What follows belongs to an exercise in optimizing a design on an open flow for small area; a production flow would make more cautious choices.
In this exercise RTL edits were held to simulation tests only and were not proved equivalent to the original.

## RISC_16
module RISC_16(
	output	[15:0]		t_alu_in1,
	output	[15:0]		t_alu_in2,
	output	[15:0]		t_alu_out,
	input 				clk,
	input 				rst,
	input 				enable,
	input 	[15:0] 	instruction,
	output 	[4:0] 	tick_out,
	output 	[15:0] 	display
);
Size: about 1200 cells after synthesis, roughly 180 flip-flops, roughly 0.012 mm² of cells after synthesis.
==> flow/config.mk <==
export PLATFORM = sky130hd
export DESIGN_NAME = RISC_16
export DESIGN_NICKNAME = RISC_16
export VERILOG_FILES = /design/flow/design.v
export SDC_FILE = /design/flow/constraint.sdc
export NUM_CORES = 4
export LEC_CHECK = 0
export ABC_AREA = 1
export CAP_MARGIN = 20
export CORE_MARGIN = 2
export CORE_UTILIZATION = 70
export CTS_BUF_LIST = sky130_fd_sc_hd__clkbuf_8
export SLEW_MARGIN = 20
==> flow/constraint.sdc <==
create_clock -name core_clock -period 70.0 [get_ports {clk}]
set_input_delay 14.0000 -clock core_clock [delete_from_list [all_inputs] [get_ports {clk}]]
set_output_delay 14.0000 -clock core_clock [all_outputs]
set_load 0.01 [all_outputs]
standard.sh (not shown) runs the stock make flow with config.mk's settings and CLKGATE_MAP_FILE= SYNTH_SCRIPT=/design/flow/synth_recipe.tcl, a recipe that flattens the netlist after the stock synthesis.
==> flow/flow/run.sh <==
#!/bin/bash
# Own layout flow: the standard flow (standard.sh), except that synthesis
# maps the combinational logic with an area-only ABC script (flow/synth.tcl).
set -euo pipefail
W=$(pwd)
export MY_ABC_SCRIPT=$W/flow/area.abc
# port buffers: the smallest buffer (the default picks a larger delay cell)
export BUFFER_PORTS_ARGS="-buffer_cell sky130_fd_sc_hd__buf_1"
# clock tree: ORFS's default arguments, with clkbuf_8 and without the dummy
# loads that CTS adds to balance its clusters
export CTS_ARGS="-sink_clustering_enable -repair_clock_nets -buf_list {sky130_fd_sc_hd__clkbuf_4 sky130_fd_sc_hd__clkbuf_8} -root_buf sky130_fd_sc_hd__clkbuf_16 -dont_use_dummy_load"
sed "s#SYNTH_SCRIPT=[^ ]*#SYNTH_SCRIPT=$W/flow/synth.tcl#" standard.sh > $W/synth_area.sh
bash $W/synth_area.sh synth > $W/synth.log 2>&1
bash standard.sh > $W/layout.log 2>&1
==> flow/flow/area.abc <==
strash
&get -n
&fraig -x
&put
dc2
dch -f
amap
strash
dch -f
amap
topo
==> flow/flow/synth.tcl <==
# The standard flow's synthesis script (synth_recipe.tcl), with ABC's combinational mapping
# run with an area-only script (flow/area.abc) instead of ORFS's, which buffers
# and upsizes for delay. Registers are mapped before ABC, so they are the same.
proc synth {args} { yosys synth -nofsm -noshare {*}$args }
proc abc {args} {
  set i [lsearch -exact $args -script]
  if { $i >= 0 } { lset args [expr {$i + 1}] $::env(MY_ABC_SCRIPT) }
  yosys abc {*}$args
}
source $::env(SCRIPTS_DIR)/synth.tcl
# left out here: clear keep_hierarchy, flatten, clean up, hide names made inside functions, write 1_2_yosys.v
The starting point completed without violations.
==> next run, changes <==
--- a/flow/flow/run.sh
+++ b/flow/flow/run.sh
@@ -8,5 +8,2 @@
 export BUFFER_PORTS_ARGS="-buffer_cell sky130_fd_sc_hd__buf_1"
-# clock tree: ORFS's default arguments, with clkbuf_8 and without the dummy
-# loads that CTS adds to balance its clusters
-export CTS_ARGS="-sink_clustering_enable -repair_clock_nets -buf_list {sky130_fd_sc_hd__clkbuf_4 sky130_fd_sc_hd__clkbuf_8} -root_buf sky130_fd_sc_hd__clkbuf_16 -dont_use_dummy_load"
 sed "s#SYNTH_SCRIPT=[^ ]*#SYNTH_SCRIPT=$W/flow/synth.tcl#" standard.sh > $W/synth_area.sh
Clock-buffer cell count is unchanged. Register-to-register slack stays flat. Design area rose slightly. Worst setup slack is worse by 24 ps. Routed wire length rose slightly. First-iteration DRC count rose by about a fifth. Die area stays the same. Sequential share of layout area fell by 0.58 points. Cell count rose slightly.
==> next run, changes <==
--- a/flow/flow/run.sh
+++ b/flow/flow/run.sh
@@ -8,2 +8,5 @@
 export BUFFER_PORTS_ARGS="-buffer_cell sky130_fd_sc_hd__buf_1"
+# clock tree: ORFS's default arguments, with clkbuf_8 and without the dummy
+# loads that CTS adds to balance its clusters
+export CTS_ARGS="-sink_clustering_enable -repair_clock_nets -buf_list sky130_fd_sc_hd__clkbuf_8 -dont_use_dummy_load"
 sed "s#SYNTH_SCRIPT=[^ ]*#SYNTH_SCRIPT=$W/flow/synth.tcl#" standard.sh > $W/synth_area.sh
What happened: Routed wire length fell slightly. First-iteration DRC count drops by a few percent. Design area drops slightly. Sequential share of layout area went up by 0.62 points. Area after synthesis stays the same.
==> next run, changes <==
--- a/flow/flow/run.sh
+++ b/flow/flow/run.sh
@@ -11,2 +11,6 @@
 export CTS_ARGS="-sink_clustering_enable -repair_clock_nets -buf_list sky130_fd_sc_hd__clkbuf_8 -dont_use_dummy_load"
+# buffer sizes the repairs may use (flow/small_bufs.tcl)
+for step in GLOBAL_PLACE RESIZE REPAIR_TIMING_POST_PLACE CTS GLOBAL_ROUTE; do
+  export PRE_${step}_TCL=$W/flow/small_bufs.tcl
+done
 sed "s#SYNTH_SCRIPT=[^ ]*#SYNTH_SCRIPT=$W/flow/synth.tcl#" standard.sh > $W/synth_area.sh
==> flow/flow/small_bufs.tcl (new file) <==
# Sourced before the placement, resizing, clock tree and global routing steps:
# repairs use buffers of drive 1 and 2 only (or resize the driver instead).
set_dont_use {sky130_fd_sc_hd__buf_4 sky130_fd_sc_hd__buf_6 sky130_fd_sc_hd__buf_8 sky130_fd_sc_hd__buf_12 sky130_fd_sc_hd__buf_16}
What happened:
- global-route usage rose by 0.63 points
- sequential share of layout area fell by 0.23 points
- die area stays the same
- design area rose by 0.61%
- critical path depth fell by 2
- non-clock buffer count rose by 2
- area after synthesis does not change
- count of clock-buffer cells in the layout is unchanged
==> next run, changes <==
==> flow/flow/run.sh (replaced) <==
#!/bin/bash
# Own layout flow: the standard flow (standard.sh), except that synthesis
# maps the combinational logic with an area-only ABC script (flow/synth.tcl).
set -euo pipefail
W=$(pwd)
export MY_ABC_SCRIPT=$W/flow/area.abc
# port buffers: the smallest buffer (the default picks a larger delay cell)
export BUFFER_PORTS_ARGS="-buffer_cell sky130_fd_sc_hd__buf_1"
sed "s#SYNTH_SCRIPT=[^ ]*#SYNTH_SCRIPT=$W/flow/synth.tcl#" standard.sh > $W/synth_area.sh
bash $W/synth_area.sh synth > $W/synth.log 2>&1
bash standard.sh > $W/layout.log 2>&1
CORE_UTILIZATION = 85   (was 70)
removed: flow/flow/small_bufs.tcl
Now the flow aborted during 5_1_grt on GRT-0116.
Synthesized area stays the same.
Synthesized cell count is unchanged.
==> next run, changes <==
CORE_UTILIZATION = 80   (was 85)
PLACE_DENSITY = 0.9   (was unset)
Now the flow produced a clean layout.
Synthesized area is unchanged.
Synthesized cell count does not change.


Setup of run 1:
Starting RTL as in the previous note.
==> flow/config.mk <==
export PLATFORM = sky130hd
export DESIGN_NAME = RISC_16
export DESIGN_NICKNAME = RISC_16
export VERILOG_FILES = /design/flow/design.v
export SDC_FILE = /design/flow/constraint.sdc
export NUM_CORES = 4
export LEC_CHECK = 0
export ABC_AREA = 1
export CAP_MARGIN = 10
export CORE_MARGIN = 2
export CORE_UTILIZATION = 70
export CTS_BUF_LIST = sky130_fd_sc_hd__clkbuf_8
export SLEW_MARGIN = 10
==> flow/constraint.sdc <==
create_clock -name core_clock -period 70.0 [get_ports {clk}]
set_input_delay 14.0000 -clock core_clock [delete_from_list [all_inputs] [get_ports {clk}]]
set_output_delay 14.0000 -clock core_clock [all_outputs]
set_load 0.01 [all_outputs]
==> flow/flow/run.sh <==
#!/bin/bash
# Own layout flow: the standard flow (standard.sh), except that synthesis
# maps the combinational logic with an area-only ABC script (flow/synth.tcl).
set -euo pipefail
W=$(pwd)
export MY_ABC_SCRIPT=$W/flow/area.abc
# port buffers: the smallest buffer (the default picks a larger delay cell)
export BUFFER_PORTS_ARGS="-buffer_cell sky130_fd_sc_hd__buf_1"
# clock tree: ORFS's default arguments, with clkbuf_8 and without the dummy
# loads that CTS adds to balance its clusters
export CTS_ARGS="-sink_clustering_enable -repair_clock_nets -buf_list sky130_fd_sc_hd__clkbuf_8 -dont_use_dummy_load"
sed "s#SYNTH_SCRIPT=[^ ]*#SYNTH_SCRIPT=$W/flow/synth.tcl#" standard.sh > $W/synth_area.sh
bash $W/synth_area.sh synth > $W/synth.log 2>&1
bash standard.sh > $W/layout.log 2>&1
Scripts as last shown in full above: flow/flow/area.abc, flow/flow/synth.tcl
### run 1 -> run 2
- setting GPL_TIMING_DRIVEN to 0 for the first time
- changing SLEW_MARGIN from 10 to 20
- changing CAP_MARGIN from 10 to 20
diff --git a/flow/flow/run.sh b/flow/flow/run.sh
--- a/flow/flow/run.sh
+++ b/flow/flow/run.sh
@@ -9,3 +8,0 @@
-# clock tree: ORFS's default arguments, with clkbuf_8 and without the dummy
-# loads that CTS adds to balance its clusters
-export CTS_ARGS="-sink_clustering_enable -repair_clock_nets -buf_list sky130_fd_sc_hd__clkbuf_8 -dont_use_dummy_load"
[summary]
Against run 1, run 2 comes in 5.4% higher on average detailed-routed wire length per instance. Compared with run 1, run 2 shows core utilization higher by 2.0 points. From run 1 to run 2, die boundary width did not move at all. Between run 2 and run 1, the final setup slack of the worst path is lower for run 2. Taking run 1 as the reference, in run 2 fraction of area in multi-input gates rose by 0.23 points; final number of hold-violating endpoints ~0 delta; clock-pin slew on the worst setup and hold paths now larger. Total cell area at the placement stage | run 2 above run 1.
#### Input delta (run 3 over run 2)
- GPL_TIMING_DRIVEN: 0 -> unset
- SLEW_MARGIN: 20 -> 5
- CAP_MARGIN: 20 -> 5
diff --git a/flow/flow/run.sh b/flow/flow/run.sh
--- a/flow/flow/run.sh
+++ b/flow/flow/run.sh
@@ -8,0 +9,3 @@
+# clock tree: ORFS's default arguments, with clkbuf_8 and without the dummy
+# loads that CTS adds to balance its clusters
+export CTS_ARGS="-sink_clustering_enable -repair_clock_nets -buf_list sky130_fd_sc_hd__clkbuf_8 -dont_use_dummy_load"
## What came out
Having completed the whole flow, run 3 delivered a layout that passed the timing, DRC and antenna checks.
Relative to run 2, non-filler instance count after layout decreased by 14 in run 3.
Per the comparison of run 3 with run 2, total wire length after detailed routing down about 5.4%, wire length of the first global-routing pass dropped 3100 um, slack of the critical path rose 3560 ps.

## port drivers added, routing unchanged
No port has a modelled driver above. Below, the same layouts with a new extraction and two added sets of constraints.
Step 1: set_driving_cell puts a clkbuf_16 on clk and a buf_2 on each other input, an assumption about the parent block.
Step 2 times the ports against the registers' clock, not the clock port: input delays grow and output delays shrink by t, the midpoint of the rising clock arrivals with the driver on.
Slacks: ideal / step 1 / step 2; pairs: ideal / step 1.
| run | t (ns) | setup WS [ns] | latest minus earliest clock arrival (ns) | cell pins on the clock port's net |
|---|---|---|---|---|
| the first run of note 1 | 0.427 | 15.086 / 15.063 / 15.063 | 0.055 / 0.056 | 1 |
| the second run of note 1 | 0.520 | 15.062 / 15.039 / 15.039 | 0.025 / 0.025 | 1 |
| the third run of note 1 | 0.502 | 15.076 / 15.054 / 15.054 | 0.056 / 0.057 | 1 |
| the fourth run of note 1 | 0.506 | 13.669 / 13.644 / 13.644 | 0.042 / 0.042 | 1 |
| the sixth run of note 1 | 0.544 | 10.964 / 10.934 / 10.934 | 0.023 / 0.023 | 1 |
| run 1 | 0.502 | 14.980 / 14.958 / 14.958 | 0.057 / 0.057 | 1 |
| run 2 | 0.514 | 11.534 / 11.512 / 11.512 | 0.021 / 0.021 | 1 |
| run 3 | 0.504 | 15.096 / 15.073 / 15.073 | 0.058 / 0.058 | 1 |
After both steps setup and hold are still met in every run listed. For the sixth run of note 1, which loses most, drivers alone change the setup slack by -0.030 ns; drivers and shift together by -0.030 ns.
